This is an optimization exercise on Yosys and OpenROAD, whose aim is small area, not a production implementation. In this exercise RTL edits were held to simulation tests only and were not proved equivalent to the original.

===== run.sh =====
#!/bin/bash
# synth_recipe.tcl (not shown) runs the flow's synth.tcl, then flattens the netlist and writes it again
# the make line also repeats each setting of config.mk as NAME=value (left out here)
make -C /OpenROAD-flow-scripts/flow DESIGN_CONFIG=/design/flow/config.mk WORK_HOME=/design/flow/orfs CLKGATE_MAP_FILE= SYNTH_SCRIPT=/design/flow/synth_recipe.tcl finish

===== config.mk =====
export PLATFORM = sky130hd
export DESIGN_NAME = Datapath
export DESIGN_NICKNAME = Datapath
export VERILOG_FILES = /design/flow/design.v
export SDC_FILE = /design/flow/constraint.sdc
export NUM_CORES = 4
export LEC_CHECK = 0
export CAP_MARGIN = 20
export CORE_MARGIN = 2
export CORE_UTILIZATION = 40
export SLEW_MARGIN = 20

===== constraint.sdc =====
create_clock -name core_clock -period 55.0 [get_ports {clk}]
set_input_delay 11.0000 -clock core_clock [delete_from_list [all_inputs] [get_ports {clk}]]
set_output_delay 11.0000 -clock core_clock [all_outputs]
set_load 0.01 [all_outputs]

===== design.v =====
`timescale 1ns / 1ps
module Mul16(
input [15:0] a,
input [15:0] b,
output [15:0] p
);
assign p = a * b;
endmodule
module Div16(
input [15:0] a,
input [15:0] b,
output [15:0] q
);
assign q = (b == 16'd0) ? 16'hFFFF : (a / b);
endmodule
`timescale 1ns / 1ps
module Datapath(
input clk,
input reset,
output [15:0] PC_F,
output [15:0] PC_D,
output [15:0] PC_Alu,
output [3:0] rd,
output [15:0] ALU_Result,Mem_Output,Data_Write,
input [18:0] imem_data,
input [15:0] dmem_rdata,
output [7:0] dmem_addr,
output [15:0] dmem_wdata,
output [1:0] dmem_be,
output dmem_re
);
localparam [18:0] BUBBLE = 19'h0000A;    
reg [15:0] pcf;                  
reg [18:0] ir_d;                 
reg        dv;                   
reg [18:0] ir_e;                 
reg        xv;                   
reg [15:0] res_m;                
reg [7:0]  addr_m;
reg [3:0]  rd_m;
reg        we_m, ld_m, st_m;
reg [1:0]  var_m;
reg [15:0] wd_w;                 
reg [3:0]  rd_w;
reg        w0_w;                 
reg [15:0] r0;
wire [15:0] pcm3 = pcf - 16'd3;
wire [15:0] pcm6 = pcm3 - 16'd3;
wire [2:0] op_d = ir_d[18:16];
wire [3:0] fn_d = ir_d[3:0];
wire re1_d = (op_d == 3'd0 && !(fn_d == 4'd10 || fn_d == 4'd11 || fn_d == 4'd12)) ||
             (op_d == 3'd1 && ir_d[0]) || op_d == 3'd2 || op_d == 3'd3 || op_d == 3'd5;
wire re2_d = (op_d == 3'd0 && !(fn_d == 4'd4 || fn_d == 4'd5 || fn_d == 4'd9)) ||
             op_d == 3'd2 || op_d == 3'd3 || op_d == 3'd5;
wire [2:0] op_e  = ir_e[18:16];
wire [3:0] fn_e  = ir_e[3:0];
wire [3:0] rs2_e = ir_e[15:12];
wire [3:0] rs1_e = ir_e[11:8];
wire [3:0] rdx_e = ir_e[7:4];
wire r_e    = (op_e == 3'd0);
wire ld_e   = (op_e == 3'd1) && !ir_e[0];
wire st_e   = (op_e == 3'd1) && ir_e[0];
wire beq_e  = (op_e == 3'd2);
wire bne_e  = (op_e == 3'd3);
wire j_e    = (op_e == 3'd4);
wire call_e = j_e && (ir_e[1:0] == 2'b01);
wire ret_e  = j_e && (ir_e[1:0] == 2'b10);
wire re1_e = (r_e && !(fn_e == 4'd10 || fn_e == 4'd11 || fn_e == 4'd12)) ||
             st_e || beq_e || bne_e || op_e == 3'd5;
wire re2_e = (r_e && !(fn_e == 4'd4 || fn_e == 4'd5 || fn_e == 4'd9)) ||
             beq_e || bne_e || op_e == 3'd5;
wire stall = ld_e && ((re1_d && ir_d[11:8] == rdx_e) || (re2_d && ir_d[15:12] == rdx_e));
wire taken;
wire [15:0] target;
wire [255:0] rf;                 
wire [15:0] wbv;                 
assign rf[15:0] = 16'd0;
genvar k;
generate
for (k = 1; k < 16; k = k + 1) begin : g_rf
    reg [15:0] q;
    reg        v;                
    always @(posedge clk)
        if (we_m && rd_m == k)
            q <= wbv;
    always @(posedge clk or posedge reset)
        if (reset)
            v <= 1'b0;
        else if (we_m && rd_m == k)
            v <= 1'b1;
    assign rf[16*k +: 16] = v ? q : k;
end
endgenerate
always @(posedge clk or posedge reset)
    if (reset)
        r0 <= 16'd0;
    else if (w0_w)
        r0 <= wd_w;
wire [15:0] rd1 = (rs1_e == 4'd0) ? r0 : rf[16*rs1_e +: 16];
wire [15:0] rd2 = (rs2_e == 4'd0) ? r0 : rf[16*rs2_e +: 16];
wire fm1 = we_m && (rd_m == rs1_e) && (rs1_e != 4'd0);
wire fm2 = we_m && (rd_m == rs2_e) && (rs2_e != 4'd0);
wire [15:0] a = re1_e ? (fm1 ? res_m : rd1) : 16'd0;
wire [15:0] b = re2_e ? (fm2 ? res_m : rd2) : 16'd0;
wire sub = (fn_e == 4'd1) || (fn_e == 4'd5);
wire cin = (fn_e == 4'd1) || (fn_e == 4'd4);
wire [15:0] sum = a + (sub ? ~b : b) + {15'd0, cin};
wire [15:0] prod, quot;
Mul16 MU(a, b, prod);
Div16 DU(a, b, quot);
reg [15:0] rres;
always @(*)
    case (fn_e)
    4'd0, 4'd1, 4'd4, 4'd5: rres = sum;
    4'd2:  rres = prod;
    4'd3:  rres = quot;
    4'd6:  rres = a & b;
    4'd7:  rres = a | b;
    4'd8:  rres = a ^ b;
    4'd9:  rres = ~a;
    4'd11: rres = {b[7:6],b[3:2],b[9:8],b[13:12],b[1:0],b[15:14],b[5:4],b[11:10]};
    4'd12: rres = {b[5:4],b[9:8],b[1:0],b[11:10],b[15:14],b[3:2],b[13:12],b[7:6]};
    default: rres = 16'd0;
    endcase
wire [15:0] result = r_e ? rres : (call_e ? pcm3 : 16'd0);
wire eq = (a == b);
assign taken = (beq_e && eq) || (bne_e && !eq) || j_e;
reg  [3:0]  sp;
reg         emp, ful;
wire [255:0] sk;                 
assign sk[15:0] = 16'd0;
wire push = call_e && !ful;
wire pop  = ret_e && !emp;
wire [3:0] tp = sp + 4'd1;
wire [15:0] sout = (pop && sp != 4'd15) ? sk[16*tp +: 16] : 16'd0;
always @(posedge clk or posedge reset)
    if (reset) begin
        sp <= 4'd15; emp <= 1'b1; ful <= 1'b0;
    end else if (push) begin
        sp <= sp - 4'd1; emp <= 1'b0; ful <= (sp == 4'd0);
    end else if (pop) begin
        sp <= sp + 4'd1; emp <= (sp == 4'd0); ful <= 1'b0;
    end
generate
for (k = 1; k < 16; k = k + 1) begin : g_sk
    reg [15:0] q;
    reg        v;                
    always @(posedge clk)
        if (push && sp == k)
            q <= pcm3;
    always @(posedge clk or posedge reset)
        if (reset)
            v <= 1'b0;
        else if (push && sp == k)
            v <= 1'b1;
    assign sk[16*k +: 16] = v ? q : 16'd0;
end
endgenerate
assign target = ret_e ? sout : (j_e ? {2'b00, ir_e[15:2]} : {8'd0, ir_e[7:0]});
always @(posedge clk or posedge reset)
    if (reset) begin
        pcf <= 16'd0;
        ir_d <= 19'd0; dv <= 1'b0;
        ir_e <= 19'd0; xv <= 1'b0;
    end else begin
        if (!stall)
            pcf <= taken ? target : pcf + 16'd3;
        if (taken) begin
            ir_d <= 19'd0; dv <= 1'b0;
        end else if (!stall) begin
            ir_d <= imem_data; dv <= 1'b1;
        end
        if (taken || stall) begin
            ir_e <= BUBBLE; xv <= 1'b0;
        end else begin
            ir_e <= ir_d; xv <= dv;
        end
    end
always @(posedge clk or posedge reset)
    if (reset) begin
        rd_m <= 4'd0; we_m <= 1'b0; ld_m <= 1'b0; st_m <= 1'b0;
        wd_w <= 16'd0; rd_w <= 4'd0; w0_w <= 1'b0;
    end else begin
        rd_m <= rdx_e; we_m <= r_e || ld_e; ld_m <= ld_e; st_m <= st_e;
        wd_w <= we_m ? wbv : 16'd0; rd_w <= rd_m; w0_w <= we_m && (rd_m == 4'd0);
    end
always @(posedge clk) begin
    res_m  <= st_e ? a : result;
    addr_m <= st_e ? {ir_e[15:12], ir_e[7:4]} : ir_e[15:8];
    var_m  <= ir_e[2:1];
end
reg [15:0] mout;
always @(*)
    if (!ld_m)
        mout = 16'd0;
    else
        case (var_m)
        2'b00: mout = {8'd0, dmem_rdata[7:0]};
        2'b01: mout = {{8{dmem_rdata[7]}}, dmem_rdata[7:0]};
        2'b10: mout = dmem_rdata;
        default: mout = 16'd0;
        endcase
assign wbv = ld_m ? mout : res_m;
assign PC_F = pcf;
assign PC_D = dv ? pcm3 : 16'd0;
assign PC_Alu = xv ? pcm6 : 16'd0;
assign rd = rd_w;
assign ALU_Result = result;
assign Mem_Output = mout;
assign Data_Write = wd_w;
assign dmem_addr = addr_m;
assign dmem_wdata = res_m;
assign dmem_be = st_m ? ((var_m == 2'b00) ? 2'b01 : (var_m == 2'b10) ? 2'b11 : 2'b00) : 2'b00;
assign dmem_re = ld_m;
endmodule

==> results of run 1 <==
[sequential cells by signal, summed over array words and instances, names as in the netlist, 2 cells and up]
register	flops
res_m	16
rd_m	4
var_m	2
g_sk.v	15
g_rf.v	15
g_sk.q	240
pcf	16
sp	4
g_rf.q	240
rd_w	4
r0	16
addr_m	8
ir_e	19
wd_w	16
ir_d	19
[per-stage QoR]
stage	util, %	area, sq um	instances
6_report	45.3	48500	5704
5_1_grt	45.3	48500	5702
4_1_cts	45.3	48400	5701
3_5_place_dp	43.3	46300	5590
3_3_place_gp	43.3	46300	5590
2_1_floorplan	-	43100	4173
[worst max-delay path, delay by kind of cell, from the launching register on]
kind / cells / cell delay, ns
flip-flops: 1 / 0.72
AND/OR/NAND/NOR: 32 / 8.94
multiplexers: 7 / 1.87
adder cells (fa/ha/maj): 15 / 4.39
AO/OA/AOI/OAI: 93 / 21.25
buffers and inverters: 9 / 3.09
[final timing paths]
path,startpoint,end,depth (start not counted)
setup / recovery,ir_e[12]$_DFF_PP0_,ALU_Result[0],156
hold / removal,ir_e[15]$_DFF_PP0_,addr_m[7]$_DFF_P_,0
setup reg to reg,ir_e[12]$_DFF_PP0_,res_m[0]$_DFF_P_,156
hold reg to reg,ir_e[15]$_DFF_PP0_,addr_m[7]$_DFF_P_,0
max in group asynchronous,reset,ir_e[8]$_DFF_PP0_,3
min in group asynchronous,reset,g_rf[11].v$_DFFE_PP0P_,2
[cells in the final DEF, fill, tap and decap left out, types with 24 or more instances in the layout]
cell / n
edfxtp_1: 480
nand2_1: 428
nor2_1: 257
ha_1: 242
a21oi_1: 207
inv_1: 203
o21ai_0: 199
clkdlybuf4s50_1: 163
dfrtp_1: 125
buf_4: 112
nand3_1: 108
xnor2_1: 96
a221oi_1: 89
and2_1: 87
nor3_1: 82
fa_1: 82
a22oi_1: 77
mux4_2: 66
a21o_1: 61
clkbuf_16: 61
o21a_1: 60
or2_2: 59
xor2_1: 53
and3_1: 53
nor2b_1: 52
mux2_2: 51
a31oi_1: 51
o211ai_1: 50
a211oi_1: 40
o22ai_1: 36
a22o_1: 30
or3_1: 27
dfxtp_1: 26
nand4_1: 24
[logic make-up (layout without fill, tap and decap cells)]
family                   count (synthesis)  count (layout)  synth area share (%)
adder cells (fa/ha/maj)                325             325                  10.9
XOR/XNOR                               159             159                  3.43
AO/OA/AOI/OAI                         1102            1102                  17.8
other                                    0               2                     0
buffers and inverters                  480             606                  4.74
multiplexers                           138             138                  5.29
flip-flops                             642             642                  42.6
AND/OR/NAND/NOR                       1327            1327                  15.3
[final cells by class]
cell class	count	area, sq um	share of cell area (%)
antenna	2	5.00	0.0103
clock buffer	75	1630	3.36
clock inverter	36	498	1.03
inverter	219	837	1.73
multi-input combinational	3051	22900	47.2
sequential	642	18400	37.9
tap	1403	1760	3.62
timing repair buffer	276	2500	5.16
[layer usage]
metal	vias to the layer above	share of wire, %	GRT usage, %
met4	10	3.9	9.99
li1	15687	-	-
met2	2077	42	41.8
met1	17743	42	39.8
met5	-	0.089	0.738
met3	381	12	7.77
==> run notes, run 1 <==
Prior to clock tree synthesis, the placed netlist has a worst setup slack of 4.27 ns. Among all cell types in the netlist, the one instantiated most often is edfxtp_1. The root buffer selected by CTS is clkbuf_16.

The number of sinks driven by the clock tree is 642. Cells with a size suffix above 1 make up 11.4% of the layout. The maximum clock rate came out at 0.0192 GHz. The synthesized netlist net count came out at 4,535. The slowest library cell on the worst path is and4_1.

Entering global routing, the biggest net connects 82 pins. The maximum fanout along the worst path is 70. The arrival time of the worst setup path came out at 41.01 ns. The headroom to the max-slew limit is 17.0%. The share of the synthesized area in the top cell type came out at 33.5%. After synthesis, flip-flops and latches occupy 42.6% of the total area.

Buffers inserted during clock tree synthesis total 59. The initial antenna violation count was 12. The slew at the pin closest to its max-slew limit came out at 1.24 ns. Setup repair after global routing left no endpoint under its margin. Sorting the synthesized cells by area gives the leading types as edfxtp_1 (33%), dfrtp_1 (7.6%), ha_1 (7.1%), fa_1 (3.8%), nand2_1 (3.7%).

The register clock-pin slew on the reported worst setup and hold paths came out at 0.07 ns. Data on the critical path is required at its endpoint by 44.00 ns. The biggest area consumer among synthesized cells is edfxtp_1.

The worst setup path is captured at an output pin. The average cell area after synthesis came out at 10.3 sq um. The quantity of I/O buffers inserted on ports came out at 163.

Max-cap violations in this run came to 0. The share of async-settable or async-resettable flops after synthesis came out at 21.2%. The worst hold path belongs to the class reg2reg.

The accumulated negative setup slack is 0 ns. The count of buffers added by post-CTS timing repair for setup is 0. The starting density of the core came out at 40.3%. The number of pins with negative max-slew slack in the final report came to 0. The placer's final routability congestion estimate came out at 0.984. The count of pins on the block boundary is 164. The Yosys warning count came out at 1.

The core area is 0.107 sq mm. The clock period minus worst slack is 52.01 ns. The die extent in y is 332 um. For this block, the via count after detailed routing is 35.9k. The count of hold-fix buffers inserted at cts came out at 0.

The post-synthesis register bit count came out at 642. The floorplan has 120 rows. The TritonCTS clock tree is yes.

The worst path setup slack after routing is 2.99 ns. The period utilization is 94.6%. The via count of the first global-routing pass is 34.3k. The final antenna-violating net count is 0. The die covers 0.110 sq mm. The HPWL after detailed placement is 113 mm. The overall die width came out at 332 um.

The residual overflow from global routing is 0. The maximum level of the CTS H-tree is 2. The maximum clock path buffer count came out at 3. The most numerous cell type found on the critical path is o21a_1. The total track usage came out at 28.4%. The register-to-register path setup slack is 14.70 ns. The detailed-route DRC error count came out at 0.

The final hold violation count came out at 0. The layout has 10.1k filler cells. The average wire length per cell after detail routing came out at 28.1 um.

The maximum clock skew at final layout is 0.0327 ns. Setup violations remaining at the end of the flow were counted as 0. The synthesis-to-finish area growth came out at 12.5%. The via density per instance is 6.29. The clock latency on the worst-skew pair came out at 0.66 ns.

The number of gates resized after CTS was 0. The total wire length came out at 160 mm. The cell area after technology mapping came out at 0.0431 sq mm. The first detailed-routing pass took 8 iterations. The run finished with no timing, DRC or antenna violations.

The smallest hold slack came out at 0.391 ns. The number of standard cells after synthesis is 4,173. The critical path is of the reg2out type.

The layout net count is 4,611. Ranked by instance count, the synthesized netlist is headed by edfxtp_1 (480), nand2_1 (428), nor2_1 (265), ha_1 (243), a21oi_1 (207). The wire length of the first global-routing pass came out at 234 mm. The synthesized design contains 480 enable-type register cells. The biggest cell delay along the critical path is 0.82 ns. The worst setup path is launched from a flip-flop. The violation count after the first detailed-route iteration is 4,230. The most used flip-flop cell after synthesis is edfxtp_1. The distinct cell type count of the synthesized netlist is 121.
==> run 2, diff against run 1 <==
--- a/design.v
+++ b/design.v
@@ -96,8 +96,22 @@
         r0 <= 16'd0;
     else if (w0_w)
         r0 <= wd_w;
-wire [15:0] rd1 = (rs1_e == 4'd0) ? r0 : rf[16*rs1_e +: 16];
-wire [15:0] rd2 = (rs2_e == 4'd0) ? r0 : rf[16*rs2_e +: 16];
+wire [3:0]  rs2_d = ir_d[15:12];
+wire [15:0] sel1 = 16'd1 << rs1_e;
+wire [15:0] sel2 = 16'd1 << rs2_d;
+reg  [15:0] rd1, rd2_rf, rd2;
+integer ri;
+always @(*) begin
+    rd1 = {16{sel1[0]}} & r0;
+    rd2_rf = {16{sel2[0]}} & (w0_w ? wd_w : r0);
+    for (ri = 1; ri < 16; ri = ri + 1) begin
+        rd1 = rd1 | ({16{sel1[ri]}} & rf[16*ri +: 16]);
+        rd2_rf = rd2_rf | ({16{sel2[ri]}} & rf[16*ri +: 16]);
+    end
+end
+wire bm2 = we_m && (rd_m == rs2_d) && (rs2_d != 4'd0);
+always @(posedge clk)
+    rd2 <= bm2 ? wbv : rd2_rf;
 wire fm1 = we_m && (rd_m == rs1_e) && (rs1_e != 4'd0);
 wire fm2 = we_m && (rd_m == rs2_e) && (rs2_e != 4'd0);
 wire [15:0] a = re1_e ? (fm1 ? res_m : rd1) : 16'd0;
@@ -132,7 +146,14 @@
 wire push = call_e && !ful;
 wire pop  = ret_e && !emp;
 wire [3:0] tp = sp + 4'd1;
-wire [15:0] sout = (pop && sp != 4'd15) ? sk[16*tp +: 16] : 16'd0;
+wire [15:0] selt = pop ? (16'd1 << tp) : 16'd0;     
+reg  [15:0] sout;
+integer si;
+always @(*) begin
+    sout = 16'd0;
+    for (si = 1; si < 16; si = si + 1)
+        sout = sout | ({16{selt[si]}} & sk[16*si +: 16]);
+end
 always @(posedge clk or posedge reset)
     if (reset) begin
         sp <= 4'd15; emp <= 1'b1; ful <= 1'b0;
@@ -144,16 +165,20 @@
 generate
 for (k = 1; k < 16; k = k + 1) begin : g_sk
     reg [15:0] q;
-    reg        v;                
     always @(posedge clk)
         if (push && sp == k)
             q <= pcm3;
-    always @(posedge clk or posedge reset)
-        if (reset)
-            v <= 1'b0;
-        else if (push && sp == k)
-            v <= 1'b1;
-    assign sk[16*k +: 16] = v ? q : 16'd0;
+    if (k == 1) begin : g_v
+        reg v;
+        always @(posedge clk or posedge reset)
+            if (reset)
+                v <= 1'b0;
+            else if (push && sp == k)
+                v <= 1'b1;
+        assign sk[16*k +: 16] = v ? q : 16'd0;
+    end else begin : g_nv
+        assign sk[16*k +: 16] = q;
+    end
 end
 endgenerate
 assign target = ret_e ? sout : (j_e ? {2'b00, ir_e[15:2]} : {8'd0, ir_e[7:0]});
@@ -161,7 +186,7 @@
     if (reset) begin
         pcf <= 16'd0;
         ir_d <= 19'd0; dv <= 1'b0;
-        ir_e <= 19'd0; xv <= 1'b0;
+        ir_e <= BUBBLE; xv <= 1'b0;
     end else begin
         if (!stall)
             pcf <= taken ? target : pcf + 16'd3;
--- a/config.mk
+++ b/config.mk
@@ -7,5 +7,5 @@
 export LEC_CHECK = 0
 export CAP_MARGIN = 20
 export CORE_MARGIN = 2
-export CORE_UTILIZATION = 40
+export CORE_UTILIZATION = 60
 export SLEW_MARGIN = 20
==> run notes, run 2 <==
The core area came out at 0.0674 sq mm. Among all cell types in the netlist, the one instantiated most often is edfxtp_1. Once layout is done, the placed cells without fillers occupy 0.0460 sq mm.

The initial utilization of the core area, before any placement, comes to 60.7%. The cell count of the worst hold path came out at 1. Detailed placement ended at an HPWL of 110 mm. The clock arrives with 0.0402 ns of skew. The final antenna-violating net count came out at 0.

The origin of the critical flop-to-flop path is we_m$_DFF_PP0_. The synthesis-to-finish area growth came out at 12.4%. The cell area after technology mapping came out at 0.0409 sq mm. TritonCTS built the clock tree. After detailed routing, the average wire length per cell comes to 32.0 um. The largest individual stage delay along the critical path comes from the cell dfrtp_1.

In this run, synthesis inferred 480 flip-flops with an integrated enable. The root buffer selected by CTS is clkbuf_16. The path class of the tightest hold or removal check is reg2reg. Summing all multi-input logic gate instances after layout gives 0.0209 sq mm. The number of standard cells after synthesis is 4,064. Setup repair after global routing left no endpoint under its margin. The share of the synthesized area in the top cell type came out at 35.2%. The total wire length came out at 164 mm. The most common library cell in the layout ignoring fill and taps is edfxtp_1. The violation count after the first detailed-route iteration is 6,197. The number of resized instances in the post-cts repair step is 0. The flow ran to the end and the layout has no timing, DRC or antenna violations. The via density per instance came out at 7.29. The slew at the pin closest to its max-slew limit came out at 1.30 ns.

For this run, the leading register cell type out of synthesis is edfxtp_1. Row generation in the floorplan step produced 95 rows. The maximum clock path buffer count is 3.

The Yosys warning count is 1. The die covers 0.0703 sq mm. The maximum fanout along the worst path is 28. After global routing the overflow that remains totals 0. The headroom to the max-slew limit came out at 13.0%. Sequential elements use 44.7% of the synthesized area. The number of filler cells placed in the layout is 5,114.

By count the netlist is led by edfxtp_1 (480), nand2_1 (461), nor2_1 (276), ha_1 (244), inv_1 (233). At the later pin of the worst-skew pair, clock insertion delay measures 0.65 ns. After layout, the minimum clock period comes to 47.27 ns.

In this run the critical register-to-register path is captured at res_m[0]$_DFF_P_. The logic depth of the worst register-to-register path is 135. Of all cell types, the one taking the most synthesized area is edfxtp_1.

The endpoint of the worst hold path is g_sk[1].g_v.v$_DFFE_PP0P_. The count of hold-fix buffers inserted at cts is 0. The maximum level of the CTS H-tree is 3. The initial antenna violation count was 6. The cell with the most instances on the worst path is o21a_1.

The final layout contains 4,562 nets. For this run, the top clock speed supported by timing is 0.0212 GHz. The total vias in the final route is 37.4k. The placer's final routability congestion estimate is 1.06. For this run, asynchronously set or reset flops after synthesis account for 18.9%. In this design, the stage delay of the slowest critical-path cell is 1.10 ns. The largest registers in the layout are g_rf.q (240), g_sk.q (240). The number of sinks driven by the clock tree came out at 644. The count of buffers added by post-CTS timing repair for setup came out at 0. The die extent in y came out at 265 um.

The number of buffers inserted during clock tree synthesis is 66. In this run the mean area of a mapped cell was 10.1 sq um. The final number of setup-violating endpoints came out at 0. The maximum number of pins on one net before global-route repair is 73.

The placement-stage cell area came out at 0.0438 sq mm. The register clock-pin slew on the reported worst setup and hold paths came out at 0.06 ns. By area the synthesized netlist is led by edfxtp_1 (35%), ha_1 (7.5%), dfrtp_1 (7.0%), nand2_1 (4.2%), fa_1 (4.0%).

During placement, the flow inserted port buffers numbering 163. Summed over all failing endpoints, the final setup total negative slack is 0 ns. The number of pins with negative max-slew slack in the final report is 0. The via count of the first global-routing pass is 36.6k. STA classifies the critical path endpoint as an output pin.

Across all register-to-register paths, the minimum setup slack is 19.88 ns. The overall die width is 265 um. The post-synthesis register bit count is 644. STA puts the critical path data arrival time at 36.27 ns.

The synthesized netlist net count came out at 4,427. The period utilization came out at 85.9%. The max-cap check violation count came out at 0.

STA classifies the critical path startpoint as a flip-flop. After detailed routing, the number of remaining DRC violations is 0. The top cell types in the final layout, fill and taps aside, are edfxtp_1 (480), nand2_1 (460), nor2_1 (256), ha_1 (244), inv_1 (232). The first detailed-routing pass ran for 12 iterations. The distinct cell type count of the synthesized netlist came out at 109. For this run, the total global-route usage over all layers was measured as 45.9%. The launch point of the worst hold path is g_sk[1].g_v.v$_DFFE_PP0P_. The area taken by flip-flops and latches is 0.0183 sq mm. The final hold violation count came out at 0. The count of pins on the block boundary is 164.

By startpoint and endpoint, the worst setup path is classified as reg2out. The wire length of the first global-routing pass came out at 237 mm. The share of layout cells above drive strength 1 came out at 9.48%. For the worst setup path, the data required time is 44.00 ns.
## run 2: through the flow
| step | setup WS (ns) | cells | hold WS [ns] | util, % |
|---|---|---|---|---|
| floorplan | 15.56 | 4064 | 0.355 | - |
| global placement | 10.70 | 5002 | 0.465 | 64.9 |
| detailed placement | 9.52 | 5002 | 0.452 | 64.9 |
| CTS | 8.77 | 5120 | 0.467 | 68.2 |
| global route | 5.42 | 5122 | 0.478 | 68.3 |
| finish | 7.73 | 5126 | 0.469 | 68.3 |
## run 2: cell families after synthesis
kind of cell	count (synthesis)	share of synthesized area, %
buffers and inverters	461	4.57
muxes	68	1.84
xor gates and xnor gates	161	3.58
AOI/OAI and AO/OA	1081	18.3
adders and majority gates	326	11.5
and+or+nand+nor	1323	15.5
DFF	644	44.7
## run 2: worst max-delay path: cells and delay by family (launching register included)
| family | cells | cell delay [ns] |
|---|---|---|
| and+or+nand+nor | 31 | 7.39 |
| muxes | 6 | 2.31 |
| DFF | 1 | 1.10 |
| adders and majority gates | 16 | 4.99 |
| buffers and inverters | 7 | 1.97 |
| AOI/OAI and AO/OA | 76 | 17.77 |
## run 2: worst max-delay path by stage
stage	from	end	slack, ns	depth (start not counted)
3_5_place_dp	we_m$_DFF_PP0_	ALU_Result[0]	9.52	136
4_1_cts	we_m$_DFF_PP0_	ALU_Result[0]	8.77	136
3_3_place_gp	we_m$_DFF_PP0_	ALU_Result[0]	10.70	136
5_1_grt	we_m$_DFF_PP0_	ALU_Result[0]	5.42	137
2_1_floorplan	ir_e[3]$_DFF_PP1_	ALU_Result[0]	15.56	144
6_report	we_m$_DFF_PP0_	ALU_Result[0]	7.73	136
## run 2: area by class of cell
type | count | area share [%]
diodes | 4 | 0.0218
clock buffers | 87 | 3.92
clock inverters | 31 | 0.835
inverters | 243 | 1.99
multi-input cells | 2959 | 45.5
flip-flops and latches | 644 | 39.8
well taps | 873 | 2.37
repair buffers | 285 | 5.56
## run 2: layer usage
metal | routed length, um | vias up | GRT usage, %
met2 | 69100 | 3378 | 68.0
met4 | 13300 | 6 | 29.2
met1 | 55000 | 17627 | 56.6
met5 | 32 | - | 0
li1 | - | 15373 | -
met3 | 26700 | 981 | 17.5
==> run 3, diff against run 2 <==
--- a/config.mk
+++ b/config.mk
@@ -7,5 +7,5 @@
 export LEC_CHECK = 0
 export CAP_MARGIN = 20
 export CORE_MARGIN = 2
-export CORE_UTILIZATION = 60
+export CORE_UTILIZATION = 40
 export SLEW_MARGIN = 20
==> run notes, run 3 <==
The number of resized instances in the post-cts repair step came out at 0. The summed area of non-filler cells in the final layout is 0.0468 sq mm. The synthesized design spends more area on one cell type than any other, namely edfxtp_1.

The residual overflow from global routing is 0. The overall die width is 324 um. The total track usage came out at 31.4%. In this run the vertical extent of the chip is 324 um. Dividing the detail-routed wire length by the instance count gives 29.8 um. The placement-stage cell area came out at 0.0446 sq mm. The final hold violation count is 0. After clock tree synthesis, the setup repair step added 0 buffers. The share of the Yosys chip area taken by registers is 44.7%. The worst hold path terminates at g_sk[1].g_v.v$_DFFE_PP0P_. The area enclosed by the die boundary came out at 0.105 sq mm. The maximum clock rate came out at 0.0209 GHz.

Leaving out fill and tap cells, the most frequent cells in the layout are edfxtp_1 (480), nand2_1 (461), nor2_1 (260), ha_1 (244), inv_1 (232). In the post-synthesis netlist, the biggest area contributors are edfxtp_1 (35%), ha_1 (7.5%), dfrtp_1 (7.0%), nand2_1 (4.2%), fa_1 (4.0%). The initial antenna violation count is 9. The register clock-pin slew on the reported worst setup and hold paths came out at 0.07 ns. The startpoint identified for the worst hold timing path is g_sk[1].g_v.v$_DFFE_PP0P_. The cell total after placement came out at 5,519. The final antenna-violating net count is 0.

The first routing iteration left 5,252 violations. The post-route netlist has 9.81% of its cells at a drive strength greater than 1. Summed over all layers, the routed wires come to 168 mm. Leaving out fill and tap cells, the most frequent cell in the layout is edfxtp_1. The mapped netlist covers 0.0409 sq mm. Setup repair after global routing left no endpoint under its margin. The HPWL after detailed placement is 114 mm. The floorplan has 117 rows. The accumulated negative setup slack came out at 0 ns. Excluding fillers, the count of instances in the completed layout stands at 5,639. Along the worst path, the maximum fanout reaches 26.

Ranked by instance count, the synthesized netlist is headed by edfxtp_1 (480), nand2_1 (461), nor2_1 (276), ha_1 (244), inv_1 (233). The distinct cell type count of the synthesized netlist is 109. The layout net count is 4,582. The detailed-routing iteration count for the pre-antenna-repair pass came out at 8.

The setup path with the least slack is of type reg2out. The starting density of the core is 40.3%. 164 I/O pins were placed. The final number of setup-violating endpoints is 0. The smallest hold slack came out at 0.479 ns.

The number of sinks driven by the clock tree is 644. The average cell area after synthesis came out at 10.1 sq um. The total area inside the core boundary comes to 0.102 sq mm. In the synthesized netlist the async set-or-reset flop fraction comes to 18.9%. The Yosys warning count came out at 1. For the worst setup path, the data required time is 44.00 ns. The number of pins with negative max-slew slack in the final report came out at 0. The maximum level of the CTS H-tree came out at 3.

The type of element launching the critical path is a flip-flop. The cell count of the worst hold path came out at 1. Clock latency on the worst-skew pair, taken at its later pin, is 0.63 ns. The most numerous cell type found on the critical path is o21a_1. After clock tree synthesis, the flow added hold-fix buffers numbering 0. The clock period minus worst slack is 47.79 ns. Between clock sinks in the finished design, the worst skew comes to 0.0268 ns.

The synthesized netlist net count came out at 4,427. The number of cells on the worst reg-to-reg path is 135. STA classifies the critical path endpoint as an output pin.

The placer's final routability congestion estimate is 0.980. The share of the synthesized area in the top cell type is 35.2%. Setup slack on the worst reg-to-reg path comes out at 19.43 ns. The post-synthesis register bit count came out at 644. The number of synthesized flops with an enable pin is 480. The detailed-route DRC error count came out at 0. The slew at the pin closest to its max-slew limit came out at 1.17 ns. In this run the critical register-to-register path is launched from we_m$_DFF_PP0_. The end of the worst register-to-register path is res_m[0]$_DFF_P_. The quantity of I/O buffers inserted on ports is 163. By instance count, the leading cell after synthesis is edfxtp_1. The largest registers in the layout are g_rf.q (240), g_sk.q (240). Detailed routing inserted a total of 35.9k vias. Entering global routing, the biggest net connects 64 pins. Of the available clock period, the critical path in the final layout requires 86.9%. The min-delay analysis places its worst path in the category reg2reg.

CTS placed an instance of clkbuf_16 at the clock tree root. For this run, the leading register cell type out of synthesis is edfxtp_1. The area growth from synthesis to layout is 14.3%. The max-cap check violation count came out at 0. At the worst endpoint, the arrival time is 36.79 ns. The run finished with no timing, DRC or antenna violations. The first global-routing pass estimated 239 mm of wire.

The number of buffers inserted during clock tree synthesis is 66. The via count of the first global-routing pass came out at 33.8k. The largest single stage delay on the critical path is 1.09 ns. Synthesis produced a netlist whose cell count is 4,064. The slowest stage of the critical path belongs to the cell dfrtp_1. The maximum clock path buffer count came out at 3. Headroom to the max-slew limit came out at 22.0%. In the routed layout, each cell is associated on average with a via count of 6.37. TritonCTS built the clock tree.
-- run 3: metal layers --
layer	vias up	share of wire, %	GRT usage, %
li1	15454	-	-
met1	17393	40	43.2
met2	2560	42	46.5
met3	525	13	8.42
met4	8	4.9	13.4
met5	-	0.034	0
-- run 3: worst max-delay path: cells and delay by family (launching register included) --
kind	cells	cell delay [ns]
AOI/OAI and AO/OA	76	18.40
adders and majority gates	16	4.92
buffers and inverters	6	1.96
DFF	1	1.09
muxes	5	1.87
and+or+nand+nor	33	7.88
-- run 3: worst max-delay path by stage --
| stage | startpoint | endpoint | slack (ns) | cells after the start |
|---|---|---|---|---|
| 2_1_floorplan | ir_e[3]$_DFF_PP1_ | ALU_Result[0] | 15.56 | 144 |
| 3_3_place_gp | we_m$_DFF_PP0_ | ALU_Result[0] | 9.67 | 131 |
| 3_5_place_dp | we_m$_DFF_PP0_ | ALU_Result[0] | 8.75 | 134 |
| 4_1_cts | we_m$_DFF_PP0_ | ALU_Result[0] | 7.99 | 134 |
| 5_1_grt | we_m$_DFF_PP0_ | ALU_Result[0] | 4.83 | 135 |
| 6_report | we_m$_DFF_PP0_ | ALU_Result[0] | 7.21 | 136 |
-- run 3: layout make-up --
| cell class | instances | area (sq um) |
|---|---|---|
| Antenna cell | 2 | 5.00 |
| Clock buffer | 81 | 1780 |
| Clock inverter | 37 | 464 |
| Fill cell | 9604 | 54800 |
| Inverter | 243 | 917 |
| Multi-Input combinational cell | 2959 | 20900 |
| Sequential cell | 644 | 18300 |
| Tap cell | 1368 | 1710 |
| Timing Repair Buffer | 305 | 2700 |
-- run 3: through the flow --
stage | setup WS (ns) | util (%)
2_1_floorplan | 15.56 | -
3_3_place_gp | 9.67 | 43.9
3_5_place_dp | 8.75 | 43.9
4_1_cts | 7.99 | 46.1
5_1_grt | 4.83 | 46.1
6_report | 7.21 | 46.1
-- run 3: cell families after synthesis --
family | synth area share, %
simple gates | 15.5
fa+ha+maj | 11.5
buf+inv | 4.57
flops | 44.7
mux | 1.84
xor+xnor | 3.58
compound gates | 18.3
==> run 4, diff against run 3 <==
==> flow/run.sh (new file) <==
#!/bin/bash
# The standard layout (the standard.sh, standard synthesis unchanged) with two
# changes to how it is made:
#  * port buffers use the smallest buffer, sky130_fd_sc_hd__buf_1, instead of the
#    resizer's default choice (every input and output port still gets a buffer);
#  * clock tree synthesis inserts no dummy loads.
# make's full output goes to flow_make.log in this folder; the ORFS step logs are
# under orfs/logs/.
set -euo pipefail
bash standard.sh \
  "BUFFER_PORTS_ARGS=-buffer_cell sky130_fd_sc_hd__buf_1" \
  "CTS_ARGS=-sink_clustering_enable -repair_clock_nets -dont_use_dummy_load" \
  finish > flow_make.log 2>&1
==> standard.sh (new file) <==
#!/bin/bash
# synth_recipe.tcl (not shown) runs the flow's synth.tcl, then flattens the netlist and writes it again
# the make line also repeats each setting of config.mk as NAME=value (left out here)
make -C /OpenROAD-flow-scripts/flow DESIGN_CONFIG=/design/flow/config.mk WORK_HOME=/design/flow/orfs CLKGATE_MAP_FILE= SYNTH_SCRIPT=/design/flow/synth_recipe.tcl "${@:-finish}"
removed: run.sh
==> run notes, run 4 <==
Max-cap violations in this run came to 0. In this run, synthesis inferred 480 flip-flops with an integrated enable. edfxtp_1 takes more of the synthesized area than any other cell. The layout net count came out at 4,587.

The most frequent cell after synthesis is edfxtp_1. By count the netlist is led by edfxtp_1 (480), nand2_1 (461), nor2_1 (276), ha_1 (244), inv_1 (233). The register-to-register path setup slack came out at 20.07 ns.

The data required time at the worst endpoint came out at 44.00 ns. The synthesized netlist net count came out at 4,427. The initial antenna violation count is 14. For the pin with the worst max-slew slack, the measured transition is 1.18 ns. The maximum clock rate came out at 0.0214 GHz. The clock latency on the worst-skew pair came out at 0.63 ns. The site row count is 117. The run finished with no timing, DRC or antenna violations.

The diode insertion count for antenna repair came out at 0. Entering global routing, the biggest net connects 67 pins. The post-synthesis register bit count is 644. The worst setup path is captured at an output pin.

Counting every sink on the clock net gives 644. The maximum fanout along the worst path is 28. The total track usage is 31.5%. The period utilization is 85.1%. For this run, the number of Yosys warnings is 1. The quantity of I/O buffers inserted on ports came out at 163. The overall die width is 324 um. The slowest library cell on the worst path is dfrtp_1. In the synthesized netlist, the number of instances is 4,064. The final antenna-violating net count came out at 0. The via density per instance is 6.45.

The final number of setup-violating endpoints is 0. Leaving out fill and tap cells, the most frequent cell in the layout is edfxtp_1. The core region is 0.102 sq mm.

In the final layout, the registers with the most flip-flops are g_rf.q (240), g_sk.q (240). For this run, design rule violations remaining after detail routing come to 0. The number of pins with negative max-slew slack in the final report is 0. The pre-CTS setup slack came out at 9.70 ns.

Summed over all layers, the routed wires come to 169 mm. The synthesized netlist contains 109 unique library cells. The critical path is of the reg2out type. The via count of the first global-routing pass came out at 33.5k. The path with the worst hold slack has its endpoint at ir_e[6]$_DFF_PP0_. Data on the critical path arrives at its endpoint at 35.82 ns. In the layout the commonest cells are edfxtp_1 (480), nand2_1 (461), nor2_1 (260), ha_1 (244), inv_1 (232). Setup repair after global routing left no endpoint under its margin. Summed over its instances, the top area cell type makes up 35.2% of the synthesized netlist area. The total vias in the final route came out at 36.0k.

The maximum clock path buffer count came out at 3. The congestion estimate from routability-driven global placement came to 0.980. The register clock-pin slew on the reported worst setup and hold paths is 0.06 ns. The detailed-routing iteration count for the pre-antenna-repair pass is 8. STA classifies the critical path startpoint as a flip-flop. The number of resized instances in the post-cts repair step came out at 0. For the worst flop-to-flop path, the logic depth is 133. By area the synthesized netlist is led by edfxtp_1 (35%), ha_1 (7.5%), dfrtp_1 (7.0%), nand2_1 (4.2%), fa_1 (4.0%). The accumulated negative setup slack is 0 ns.

The violation count after the first detailed-route iteration is 5,411. The most used flip-flop cell after synthesis is edfxtp_1. The biggest cell delay along the critical path came out at 1.04 ns. The startpoint identified for the worst hold timing path is ir_d[6]$_DFFE_PP0P_. The count of buffers added by post-CTS timing repair for setup came out at 0. The synthesis-to-finish area growth is 10.5%.

The final hold violation count is 0. The count of hold-fix buffers inserted at cts is 0. The worst register-to-register path begins at we_m$_DFF_PP0_. The residual overflow from global routing is 0. The die extent in y is 324 um. The clock period could shrink to 46.82 ns. In this run, CTS created clock tree buffers numbering 66. The share of async-settable or async-resettable flops after synthesis is 18.9%.

Pin placement for this block handled 164 I/O pins. The share of layout cells above drive strength 1 came out at 9.26%. The HPWL after detailed placement came out at 114 mm.

The cell with the most instances on the worst path is o21a_1. Clock tree synthesis selected as its root buffer the cell clkbuf_16. The maximum clock skew at final layout came out at 0.0598 ns. The worst path setup slack after routing is 8.18 ns.

The share of synthesized area occupied by flip-flops and latches is 44.7%. The die covers 0.105 sq mm. TritonCTS built the clock tree.

The cell area after technology mapping came out at 0.0409 sq mm. The headroom to the max-slew limit came out at 21.0%. The maximum level of the CTS H-tree came out at 3. The first global-routing pass estimated 238 mm of wire. Counting instances, the worst hold path has a depth of 1.

After detailed routing, the average wire length per cell comes to 30.2 um. The worst min-delay path class is reg2reg. The average cell area after synthesis is 10.1 sq um. The initial utilization of the core area, before any placement, comes to 40.3%. The endpoint identified for the worst register-to-register timing path is res_m[0]$_DFF_P_.
## run 4: logic make-up after synthesis
| logic type | synth area share [%] |
|---|---|
| compound gates | 18.3 |
| xor+xnor | 3.58 |
| fa+ha+maj | 11.5 |
| buf+inv | 4.57 |
| flops | 44.7 |
| mux | 1.84 |
| simple gates | 15.5 |
## run 4: worst max path at each step
stage,startpoint,end,slack (ns),cells after the start
6_report,we_m$_DFF_PP0_,ALU_Result[0],8.18,134
5_1_grt,we_m$_DFF_PP0_,ALU_Result[0],5.37,137
3_5_place_dp,we_m$_DFF_PP0_,ALU_Result[0],9.70,133
3_3_place_gp,we_m$_DFF_PP0_,ALU_Result[0],10.49,133
4_1_cts,we_m$_DFF_PP0_,ALU_Result[0],8.92,134
2_1_floorplan,ir_e[3]$_DFF_PP1_,ALU_Result[0],15.56,144
## run 4: per-stage QoR
step | hold slack (ns) | utilization [%] | area, sq um | instances
after floorplan | 0.355 | - | 40900 | 4064
after global placement | 0.452 | 42.8 | 43500 | 5521
after detailed placement | 0.456 | 42.8 | 43500 | 5521
after CTS | 0.448 | 44.5 | 45200 | 5587
after global routing | 0.475 | 44.5 | 45200 | 5590
final | 0.447 | 44.5 | 45200 | 5590
## run 4: area by class of cell
cell class	count	area, sq um
inverters	243	917
well taps	1368	1710
repair buffers	310	1720
flip-flops and latches	644	18300
fillers	9793	56400
multi-input cells	2959	20900
clock buffers	66	1650
## run 4: metal layers
metal | up-vias | part of all wire (%) | track usage [%]
li1 | 15372 | - | -
met5 | - | 0.062 | 0.417
met2 | 2518 | 42 | 46.6
met4 | 8 | 5.6 | 15.3
met3 | 580 | 12 | 7.50
met1 | 17550 | 40 | 43.1
## run 4: worst max-delay path: cells and delay by family, from the launching register on
kind | cells | cell delay (ns)
buffers and inverters | 7 | 1.63
AOI/OAI and AO/OA | 80 | 18.28
DFF | 1 | 1.04
and+or+nand+nor | 25 | 6.82
adders and majority gates | 16 | 5.03
muxes | 6 | 2.31
==> run 5, diff against run 4 <==
--- a/design.v
+++ b/design.v
@@ -120,6 +120,7 @@
 wire cin = (fn_e == 4'd1) || (fn_e == 4'd4);
 wire [15:0] sum = a + (sub ? ~b : b) + {15'd0, cin};
 wire [15:0] prod, quot;
+wire [15:0] axb = a ^ b;      
 Mul16 MU(a, b, prod);
 Div16 DU(a, b, quot);
 reg [15:0] rres;
@@ -130,14 +131,14 @@
     4'd3:  rres = quot;
     4'd6:  rres = a & b;
     4'd7:  rres = a | b;
-    4'd8:  rres = a ^ b;
+    4'd8:  rres = axb;
     4'd9:  rres = ~a;
     4'd11: rres = {b[7:6],b[3:2],b[9:8],b[13:12],b[1:0],b[15:14],b[5:4],b[11:10]};
     4'd12: rres = {b[5:4],b[9:8],b[1:0],b[11:10],b[15:14],b[3:2],b[13:12],b[7:6]};
     default: rres = 16'd0;
     endcase
 wire [15:0] result = r_e ? rres : (call_e ? pcm3 : 16'd0);
-wire eq = (a == b);
+wire eq = ~|axb;
 assign taken = (beq_e && eq) || (bne_e && !eq) || j_e;
 reg  [3:0]  sp;
 reg         emp, ful;
==> flow/run.sh (replaced) <==
#!/bin/bash
# The standard layout (the standard.sh, standard synthesis unchanged) with these
# changes to how it is made:
#  * port buffers use the smallest buffer, sky130_fd_sc_hd__buf_1, instead of the
#    resizer's default choice (every input and output port still gets a buffer);
#  * clock tree synthesis inserts no dummy loads and uses clkbuf_8 below a clkbuf_16 root;
#  * timing-driven global placement does not keep its trial buffering (GPL_KEEP_OVERFLOW=0),
#    and after global routing non-critical gates are downsized (RECOVER_POWER=100).
# make's full output goes to flow_make.log in this folder; the ORFS step logs are
# under orfs/logs/.
set -euo pipefail
bash standard.sh \
  "BUFFER_PORTS_ARGS=-buffer_cell sky130_fd_sc_hd__buf_1" \
  "CTS_ARGS=-sink_clustering_enable -repair_clock_nets -dont_use_dummy_load -buf_list sky130_fd_sc_hd__clkbuf_8 -root_buf sky130_fd_sc_hd__clkbuf_16" \
  "GPL_KEEP_OVERFLOW=0" \
  "RECOVER_POWER=100" \
  finish > flow_make.log 2>&1
==> run notes, run 5 <==
The share of synthesized area occupied by flip-flops and latches came out at 45.2%. The count of hold-fix buffers inserted at cts is 0. For this configuration, the core starts out at a cell density of 40.4%.

Among all cell types in the netlist, the one instantiated most often is edfxtp_1. The HPWL after detailed placement came out at 113 mm. The maximum level of the CTS H-tree is 3.

The layout net count came out at 4,492. The share of the synthesized area in the top cell type came out at 35.5%. The clock period minus worst slack came out at 50.48 ns. The worst setup path is captured at an output pin.

The critical path is of the reg2out type. The violation count after the first detailed-route iteration came out at 5,552. The count of pins on the block boundary came out at 164.

The wire length of the first global-routing pass is 233 mm. The number of synthesized flops with an enable pin came out at 480. In the synthesized netlist, the cells that appear most often are edfxtp_1 (480), nand2_1 (443), nor2_1 (246), ha_1 (244), inv_1 (222). The TritonCTS clock tree is yes. The tool flagged a number of max-cap violations equal to 15.

The detailed-route DRC error count came out at 0. The site row count came out at 116. The total track usage is 30.7%. The average wire length per cell after detail routing came out at 29.7 um.

The worst setup path is launched from a flip-flop. The Yosys warning count is 1. The synthesis-to-finish area growth came out at 9.45%. The detailed-routing iteration count for the pre-antenna-repair pass came out at 9. Setup repair after global routing left no endpoint under its margin.

The maximum fanout along the worst path came out at 24. The most common library cell in the layout ignoring fill and taps is edfxtp_1. The period utilization came out at 91.8%. The slew at the pin closest to its max-slew limit is 5.71 ns. The layout checks failed on capacitance limit, slew limit. The placer's final routability congestion estimate came out at 1.02. The share of layout cells above drive strength 1 is 8.09%. The via density per instance is 6.45. The residual overflow from global routing is 0. The maximum number of pins on one net before global-route repair is 90. The accumulated negative setup slack is 0 ns.

After detailed routing, the total wire length is 163 mm. Post-CTS repair changed the size of 0 cells. The headroom to the max-slew limit is -280%.

The placed instances occupy a cell area of 0.0437 sq mm.

The number of standard cells after synthesis is 3,988. Synthesis instantiated 105 different standard cells from the library. The floorplan step defined a die boundary enclosing 0.104 sq mm. Detailed routing inserted a total of 35.4k vias. The die extent in y is 322 um. The tree is rooted in a clkbuf_16. The synthesized netlist net count is 4,351. The biggest area contributor in the post-synthesis netlist is edfxtp_1. The core area is 0.100 sq mm. The biggest cell delay along the critical path came out at 1.50 ns. The via count of the first global-routing pass is 33.7k. Setup violations remaining at the end of the flow were counted as 0.

The final antenna-violating net count is 0. The data required time at the worst endpoint is 44.00 ns. The number of pins with negative max-slew slack in the final report came to 336. In the synthesized netlist the async set-or-reset flop fraction comes to 18.9%. The count of buffers added by post-CTS timing repair for setup is 0. The maximum clock skew at final layout came out at 0.0540 ns. Timing would allow up to 0.0198 GHz. Averaged over all synthesized cells, the footprint is 10.2 sq um. The die is 322 um wide. The cell area after technology mapping is 0.0406 sq mm. For this run, the leading register cell type out of synthesis is edfxtp_1.

The final hold violation count is 0. The top cell types in the final layout, fill and taps aside, are edfxtp_1 (480), nand2_1 (440), ha_1 (244), nor2_1 (226). The register clock-pin slew on the reported worst setup and hold paths is 0.05 ns. The summed area of non-filler cells in the final layout came out at 0.0444 sq mm. For this design, the sink count on the clock tree is 644. The number of filler cells placed in the layout is 9,548. The initial antenna violation count is 6. The quantity of I/O buffers inserted on ports came out at 163.

The number of clock buffers added by TritonCTS is 96. The clock reaches the later pin of the worst-skew pair after 0.63 ns. The maximum clock path buffer count came out at 3. The most numerous cell type found on the critical path is o21a_1. The synthesized design contains 644 register bits.

Data arrives at the worst endpoint at 39.48 ns. Ranked by total cell area, the synthesized netlist is headed by edfxtp_1 (36%), ha_1 (7.5%), dfrtp_1 (7.1%), nand2_1 (4.1%), fa_1 (4.0%). The largest registers in the layout are g_rf.q (240), g_sk.q (240).

The tightest min-delay check is of the reg2reg type. The slowest library cell on the worst path is a211oi_1. The flow ran to the end, but the layout failed its checks.
==> run 5: critical path: cells and delay by family, from the launching register on <==
kind            cells  cell delay [ns]
compound gates     84            22.67
fa+ha+maj          15             4.71
buf+inv             8             1.94
flops               1             0.85
mux                 5             1.66
simple gates       24             6.98
==> run 5: layout make-up <==
class / count / area [sq um] / area share [%]
multi-input combinational: 2889 / 20800 / 46.8
sequential: 644 / 18300 / 41.3
tap: 1357 / 1700 / 3.82
clock buffer: 96 / 1420 / 3.20
timing repair buffer: 266 / 1320 / 2.97
inverter: 232 / 872 / 1.96
antenna: 2 / 5.00 / 0.0113
==> run 5: routing by layer <==
layer	vias to the layer above	track usage (%)	part of all wire, %
met1	17011	40.7	39
li1	15025	-	-
met2	2627	45.8	42
met3	690	9.41	13
met4	10	14.7	5.6
met5	-	0	0.044
==> run 5: final timing paths <==
check	start	to	slack, ns	cells past startpoint
setup / recovery	we_m$_DFF_PP0_	ALU_Result[0]	4.52	136
hold / removal	ir_e[15]$_DFF_PP0_	addr_m[7]$_DFF_P_	0.45	0
setup reg to reg	we_m$_DFF_PP0_	res_m[0]$_DFF_P_	15.91	136
hold reg to reg	ir_e[15]$_DFF_PP0_	addr_m[7]$_DFF_P_	0.45	0
max in group asynchronous	reset	pcf[2]$_DFFE_PP0N_	38.11	3
min in group asynchronous	reset	ir_d[11]$_DFFE_PP0P_	10.76	2
==> run 5: kinds of logic (layout without fill, tap and decap cells) <==
family / after synthesis / after routing / share of synthesized area (%)
and+or+nand+nor: 1310 / 1310 / 15.7
AOI/OAI and AO/OA: 1000 / 1000 / 17.1
DFF: 644 / 644 / 45.2
buffers and inverters: 455 / 594 / 4.44
adders and majority gates: 326 / 326 / 11.6
xor gates and xnor gates: 161 / 161 / 3.54
muxes: 92 / 92 / 2.49
other: 0 / 2 / 0
==> run 5: metrics by stage <==
stage / instances / hold WS (ns) / setup WS (ns) / utilization, %
floorplan: 3988 / 0.349 / 13.41 / -
global placement: 5285 / 0.407 / 3.42 / 41.8
detailed placement: 5387 / 0.426 / 7.80 / 43.5
CTS: 5483 / 0.441 / 7.06 / 45.0
global route: 5484 / 0.469 / 1.71 / 44.3
finish: 5486 / 0.448 / 4.52 / 44.3
==> run 6, diff against run 5 <==
==> flow/run.sh (replaced) <==
#!/bin/bash
# The standard layout (the standard.sh, standard synthesis unchanged) with these
# changes to how it is made:
#  * port buffers use the smallest buffer, sky130_fd_sc_hd__buf_1, instead of the
#    resizer's default choice (every input and output port still gets a buffer);
#  * clock tree synthesis inserts no dummy loads and uses clkbuf_8 below a clkbuf_16 root;
#  * after global routing, non-critical gates are downsized (RECOVER_POWER=100).
# make's full output goes to flow_make.log in this folder; the ORFS step logs are
# under orfs/logs/.
set -euo pipefail
bash standard.sh \
  "BUFFER_PORTS_ARGS=-buffer_cell sky130_fd_sc_hd__buf_1" \
  "CTS_ARGS=-sink_clustering_enable -repair_clock_nets -dont_use_dummy_load -buf_list sky130_fd_sc_hd__clkbuf_8 -root_buf sky130_fd_sc_hd__clkbuf_16" \
  "RECOVER_POWER=100" \
  finish > flow_make.log 2>&1
==> run notes, run 6 <==
In the final layout, the registers with the most flip-flops are g_rf.q (240), g_sk.q (240). The clock period minus worst slack came out at 49.71 ns. The layout net count is 4,536. Clock tree synthesis inserted a total of 98 buffers. The violation count after the first detailed-route iteration is 4,912. The overall die width is 322 um.

For this run, the leading register cell type out of synthesis is edfxtp_1. The cell area after technology mapping is 0.0406 sq mm. The final hold violation count is 0. The placement-stage cell area is 0.0433 sq mm. The detailed-route DRC error count is 0.

The area enclosed by the die boundary came out at 0.104 sq mm. The maximum number of pins on one net before global-route repair came out at 64. The total wire length came out at 167 mm. The total track usage is 31.6%. On the critical path, the stage with the largest delay is an instance of or2_0.

The quantity of I/O buffers inserted on ports came out at 163. The site row count came out at 116. The data required time at the worst endpoint is 44.00 ns. The clock latency on the worst-skew pair is 0.62 ns.

The initial antenna violation count is 8. Leaving out fill and tap cells, the most frequent cells in the layout are edfxtp_1 (480), nand2_1 (443), ha_1 (244), nor2_1 (242). Global routing finished with a remaining overflow of 0. At the worst endpoint, the arrival time is 38.71 ns.

After detailed routing, the average wire length per cell comes to 30.2 um. The count of pins on the block boundary came out at 164. The final number of setup-violating endpoints came out at 0. The library cell used most frequently in the layout, excluding fill and tap cells, is edfxtp_1. The post-synthesis register bit count came out at 644. The die extent in y is 322 um. The number of pins with negative max-slew slack in the final report came out at 680. The post-route core utilization is 44.3%.

The share of layout cells above drive strength 1 is 8.63%. The number of setup buffers added after CTS is 0. The maximum clock path buffer count is 3. The run finished, with violations left.

The worst min-delay path class is reg2reg. The summed area of non-filler cells in the final layout came out at 0.0445 sq mm. The number of resized instances in the post-cts repair step is 0. TritonCTS built the clock tree.

The cell with the most instances on the worst path is o21a_1. The share of the synthesized area in the top cell type is 35.5%. Counting every instance in the synthesized netlist gives 3,988. The post-synthesis mux area share came out at 2.49%. The number of filler cells placed in the layout came out at 9,602. The detailed-routing iteration count for the pre-antenna-repair pass came out at 10. The netlist uses 105 different library cells. The final antenna-violating net count is 0.

The wire length of the first global-routing pass came out at 238 mm. The biggest cell delay along the critical path is 1.61 ns. The core area came out at 0.100 sq mm. The simple-gate share of the synthesized area is 15.7%. The synthesis-to-finish area growth is 9.60%. Ranked by total cell area, the synthesized netlist is headed by edfxtp_1 (36%), ha_1 (7.5%), dfrtp_1 (7.1%), nand2_1 (4.1%), fa_1 (4.0%). The maximum clock rate is 0.0201 GHz. Summing all multi-input logic gate instances after layout gives 0.0206 sq mm.

The slew at the pin closest to its max-slew limit is 4.03 ns. The max-cap check violation count came out at 34. Headroom to the max-slew limit came out at -168%. The starting density of the core is 40.4%. Across the whole layout, storage elements account for 0.0183 sq mm.

The number of sinks driven by the clock tree is 644. The adder and majority gate portion of the synthesized area is 11.6%. The worst path setup slack after routing is 5.29 ns. The root buffer cell chosen for the clock tree is clkbuf_16.

The share of synthesized area occupied by flip-flops and latches came out at 45.2%. In the synthesized netlist the async set-or-reset flop fraction comes to 18.9%. The average cell area after synthesis is 10.2 sq um.

The worst setup path is captured at an output pin. Summing the areas of all xor and xnor instances in the mapped netlist gives 3.54% of the synthesized area. The setup path with the least slack is of type reg2out. The accumulated negative setup slack came out at 0 ns. In the post-synthesis netlist, the cell with the most instances is edfxtp_1.

The total vias in the final route came out at 35.3k. edfxtp_1 takes more of the synthesized area than any other cell. After synthesis, the most frequently instantiated cells are edfxtp_1 (480), nand2_1 (443), nor2_1 (246), ha_1 (244), inv_1 (222). The via density per instance came out at 6.39. The maximum level of the CTS H-tree is 3. The count of hold-fix buffers inserted at cts came out at 0. The Yosys warning count is 1. After synthesis, the largest family of logic cells by area is compound AO/OA/AOI/OAI gates. The via count of the first global-routing pass came out at 34.2k. The type of element launching the critical path is a flip-flop. The register clock-pin slew on the reported worst setup and hold paths is 0.05 ns. Setup repair after global routing left no endpoint under its margin. The synthesized netlist net count came out at 4,351.

The placer's final routability congestion estimate is 1.02. The period utilization came out at 90.4%. Summing the areas of all compound-gate instances in the mapped netlist gives 17.1% of the synthesized area.

In this run the layout check failures are capacitance limit, slew limit. The number of synthesized flops with an enable pin came out at 480. The pre-CTS setup slack came out at 8.66 ns. The maximum fanout along the worst path came out at 27. The maximum clock skew at final layout is 0.0424 ns. The HPWL after detailed placement is 112 mm.
## run 6: final timing paths
path / from / to / slack (ns) / depth (start not counted)
max in group asynchronous: reset / wd_w[5]$_DFF_PP0_ / 38.93 / 3
max reg2reg: we_m$_DFF_PP0_ / res_m[0]$_DFF_P_ / 16.63 / 139
max: we_m$_DFF_PP0_ / ALU_Result[0] / 5.29 / 139
min reg2reg: ir_e[15]$_DFF_PP0_ / addr_m[7]$_DFF_P_ / 0.45 / 0
min in group asynchronous: reset / rd_w[3]$_DFF_PP0_ / 11.25 / 2
min: ir_e[15]$_DFF_PP0_ / addr_m[7]$_DFF_P_ / 0.45 / 0
## run 6: final cells by class
class                           count  share of cell area, %
Antenna cell                        1                0.00563
Clock buffer                       98                   3.26
Inverter                          232                   1.96
Multi-Input combinational cell   2889                   46.3
Sequential cell                   644                   41.2
Tap cell                         1357                   3.82
Timing Repair Buffer              308                   3.43
## run 6: cell families (layout without fill, tap and decap cells)
kind of cell / after synthesis / in the layout
XOR/XNOR: 161 / 161
AO/OA/AOI/OAI: 1000 / 1000
other: 0 / 1
AND/OR/NAND/NOR: 1310 / 1310
adder cells (fa/ha/maj): 326 / 326
flip-flops: 644 / 644
buffers and inverters: 455 / 638
multiplexers: 92 / 92
## run 6: through the flow
| step | cells | hold WS, ns |
|---|---|---|
| after floorplan | 3988 | 0.349 |
| after global placement | 5430 | 0.438 |
| after detailed placement | 5430 | 0.452 |
| after CTS | 5528 | 0.459 |
| after global routing | 5528 | 0.473 |
| final | 5529 | 0.448 |
## run 6: layer usage
layer  vias up  wire length, um  track usage, %
met3       678            20600            9.62
li1      15101                -               -
met2      2502            71300            47.5
met5         -              198           0.556
met1     17052            65200            41.1
met4        12             9730            16.0
## run 6: critical path, delay by kind of cell (launching register included)
kind | cells | cell delay (ns)
simple gates | 30 | 7.72
compound gates | 79 | 19.91
fa+ha+maj | 16 | 4.97
mux | 6 | 2.23
buf+inv | 8 | 2.92
flops | 1 | 0.32
==> run 7, diff against run 6 <==
==> flow/run.sh (replaced) <==
#!/bin/bash
# The standard layout (the standard.sh, standard synthesis unchanged) with two
# changes to how it is made:
#  * port buffers use the smallest buffer, sky130_fd_sc_hd__buf_1, instead of the
#    resizer's default choice (every input and output port still gets a buffer);
#  * clock tree synthesis inserts no dummy loads and uses clkbuf_8 below a clkbuf_16 root.
# make's full output goes to flow_make.log in this folder; the ORFS step logs are
# under orfs/logs/.
set -euo pipefail
bash standard.sh \
  "BUFFER_PORTS_ARGS=-buffer_cell sky130_fd_sc_hd__buf_1" \
  "CTS_ARGS=-sink_clustering_enable -repair_clock_nets -dont_use_dummy_load -buf_list sky130_fd_sc_hd__clkbuf_8 -root_buf sky130_fd_sc_hd__clkbuf_16" \
  finish > flow_make.log 2>&1
==> run notes, run 7 <==
The synthesized netlist net count is 4,351. The total vias in the final route is 35.5k. Derived from the worst setup path, the maximum achievable clock frequency is 0.0210 GHz. The share of the Yosys chip area taken by registers is 45.2%.

By instance count, the cell type seen most on the critical path is o21a_1. The starting density of the core came out at 40.4%. The capturing element type of the critical path is an output pin. The slowest stage of the critical path is the o311ai_4 cell. The max-cap check violation count is 0. The area taken by flip-flops and latches came out at 0.0183 sq mm. The summed area of non-filler cells in the final layout came out at 0.0448 sq mm.

The site row count is 116. The maximum clock path buffer count came out at 3. The period utilization came out at 86.6%. The count of pins on the block boundary came out at 164. The number of filler cells placed in the layout is 9,534. The core area is 0.100 sq mm.

The count of hold-fix buffers inserted at cts came out at 0. The synthesized design spends more area on one cell type than any other, namely edfxtp_1. The number of sinks driven by the clock tree came out at 644.

The footprint of the multi-input gates came out at 0.0207 sq mm. The later pin in the worst-skew pair is clocked with a latency of 0.62 ns. The share of layout cells above drive strength 1 came out at 10.7%.

In the final timing run, aggregate negative setup slack is 0 ns. By area the synthesized netlist is led by edfxtp_1 (36%), ha_1 (7.5%), dfrtp_1 (7.1%), nand2_1 (4.1%), fa_1 (4.0%). The die extent in y came out at 322 um. The arrival time of the worst setup path came out at 36.61 ns. The number of resized instances in the post-cts repair step is 0. The biggest cell delay along the critical path is 0.90 ns.

The quantity of I/O buffers inserted on ports came out at 163. The HPWL after detailed placement came out at 112 mm. The layout net count came out at 4,536.

In this run the clock root is driven by a clkbuf_16. The worst setup path is of the reg2out kind. The via count of the first global-routing pass is 34.2k. In this run, distinct cell masters in the synthesized netlist total 105. The total track usage is 31.6%. For this run, design rule violations remaining after detail routing come to 0. The count of buffers added by post-CTS timing repair for setup is 0.

The TritonCTS clock tree is yes. The via density per instance is 6.42. The most frequent cell after synthesis is edfxtp_1.

The congestion estimate from routability-driven global placement came to 1.02. The buffering stage count on the worst path with inverters included came out at 7. The number of clock buffers added by TritonCTS is 98. The tightest min-delay check is of the reg2reg type.

The run finished with no timing, DRC or antenna violations. The maximum level of the CTS H-tree came out at 3. For this run, the number of Yosys warnings is 1. The residual overflow from global routing is 0. The first global-routing pass estimated 238 mm of wire. Setup repair after global routing left no endpoint under its margin. The final number of setup-violating endpoints came out at 0. The overall die width is 322 um. The most used flip-flop cell after synthesis is edfxtp_1. The cell total after placement is 5,430. The cell area that synthesis handed to floorplanning was 0.0406 sq mm. The final hold violation count came out at 0.

The register clock-pin slew on the reported worst setup and hold paths came out at 0.06 ns. The placement-stage cell area came out at 0.0433 sq mm. For this run, asynchronously set or reset flops after synthesis account for 18.9%. The final cell count without fillers is 5,531. At the pin with the least slew margin, the transition time is 1.22 ns.

The synthesis-to-finish area growth came out at 10.4%. The maximum number of pins on one net before global-route repair is 64. The initial antenna violation count came out at 8.

The first TritonRoute pass finished after 10 iterations. The final antenna-violating net count came out at 0.
[run 7: cell type report]
cell class,count,area share (%)
Clock buffer,98,3.24
Sequential cell,644,40.9
Multi-Input combinational cell,2889,46.3
Timing Repair Buffer,308,3.80
Tap cell,1357,3.79
Antenna cell,3,0.0168
Inverter,232,1.96
[run 7: kinds of logic (layout without fill, tap and decap cells)]
logic type / Yosys count / count (layout) / synth area share (%)
other cells: 0 / 3 / 0
flops: 644 / 644 / 45.2
xor+xnor: 161 / 161 / 3.54
buf+inv: 455 / 638 / 4.44
simple gates: 1310 / 1310 / 15.7
compound gates: 1000 / 1000 / 17.1
fa+ha+maj: 326 / 326 / 11.6
mux: 92 / 92 / 2.49
[run 7: layer usage]
metal	part of all wire, %	vias to the layer above	global-route usage, %
met5	0.085	-	0.556
met3	12	697	9.62
met1	39	17185	41.1
met2	43	2483	47.5
li1	-	15123	-
met4	5.9	10	16.0
[run 7: worst paths after layout]
check                                   start                end  slack, ns  cells after the start
setup / recovery            ir_e[0]$_DFF_PP0_      ALU_Result[0]       7.39                    140
hold / removal             ir_e[15]$_DFF_PP0_  addr_m[7]$_DFF_P_       0.46                      0
setup reg to reg            ir_e[0]$_DFF_PP0_   res_m[0]$_DFF_P_      18.72                    140
hold reg to reg            ir_e[15]$_DFF_PP0_  addr_m[7]$_DFF_P_       0.46                      0
max in group asynchronous               reset  wd_w[5]$_DFF_PP0_      43.07                      3
min in group asynchronous               reset  rd_w[3]$_DFF_PP0_      10.49                      2
[run 7: stage by stage]
stage          setup slack (ns)  hold WS [ns]  utilization, %
6_report                   7.39         0.457            44.6
5_1_grt                    4.22         0.473            44.6
4_1_cts                    7.87         0.459            44.6
3_5_place_dp               8.66         0.452            43.2
3_3_place_gp               9.66         0.438            43.2
2_1_floorplan             13.41         0.349               -

port drivers added, routing unchanged:
No port has a modelled driver above. Below, the same layouts with a new extraction and two added sets of constraints. Step 1 assumes that a clkbuf_16 drives the clock port and a buf_2 every other input. Step 2 moves the port delays by t, midway between the first and last clock arrival at a register: inputs arrive t later, outputs are due t later. That takes back most of the time a late clock gives input paths. a / b / c = ideal ports / drivers / drivers and shift; a / b = the first two.
| run | shift t [ns] | setup slack, ns | slew at the worst register clock pin (ns) |
|---|---|---|---|
| run 1 | 0.712 | 2.988 / 2.919 / 3.631 | 0.07 / 0.07 |
| run 2 | 0.689 | 7.734 / 7.671 / 8.360 | 0.09 / 0.09 |
| run 3 | 0.684 | 7.212 / 7.142 / 7.826 | 0.07 / 0.07 |
| run 4 | 0.665 | 8.182 / 8.114 / 8.779 | 0.07 / 0.07 |
| run 5 | 0.665 | 4.516 / 4.453 / 5.118 | 0.07 / 0.07 |
| run 6 | 0.666 | 5.291 / 5.228 / 5.894 | 0.07 / 0.07 |
| run 7 | 0.663 | 7.386 / 7.322 / 7.985 | 0.07 / 0.07 |
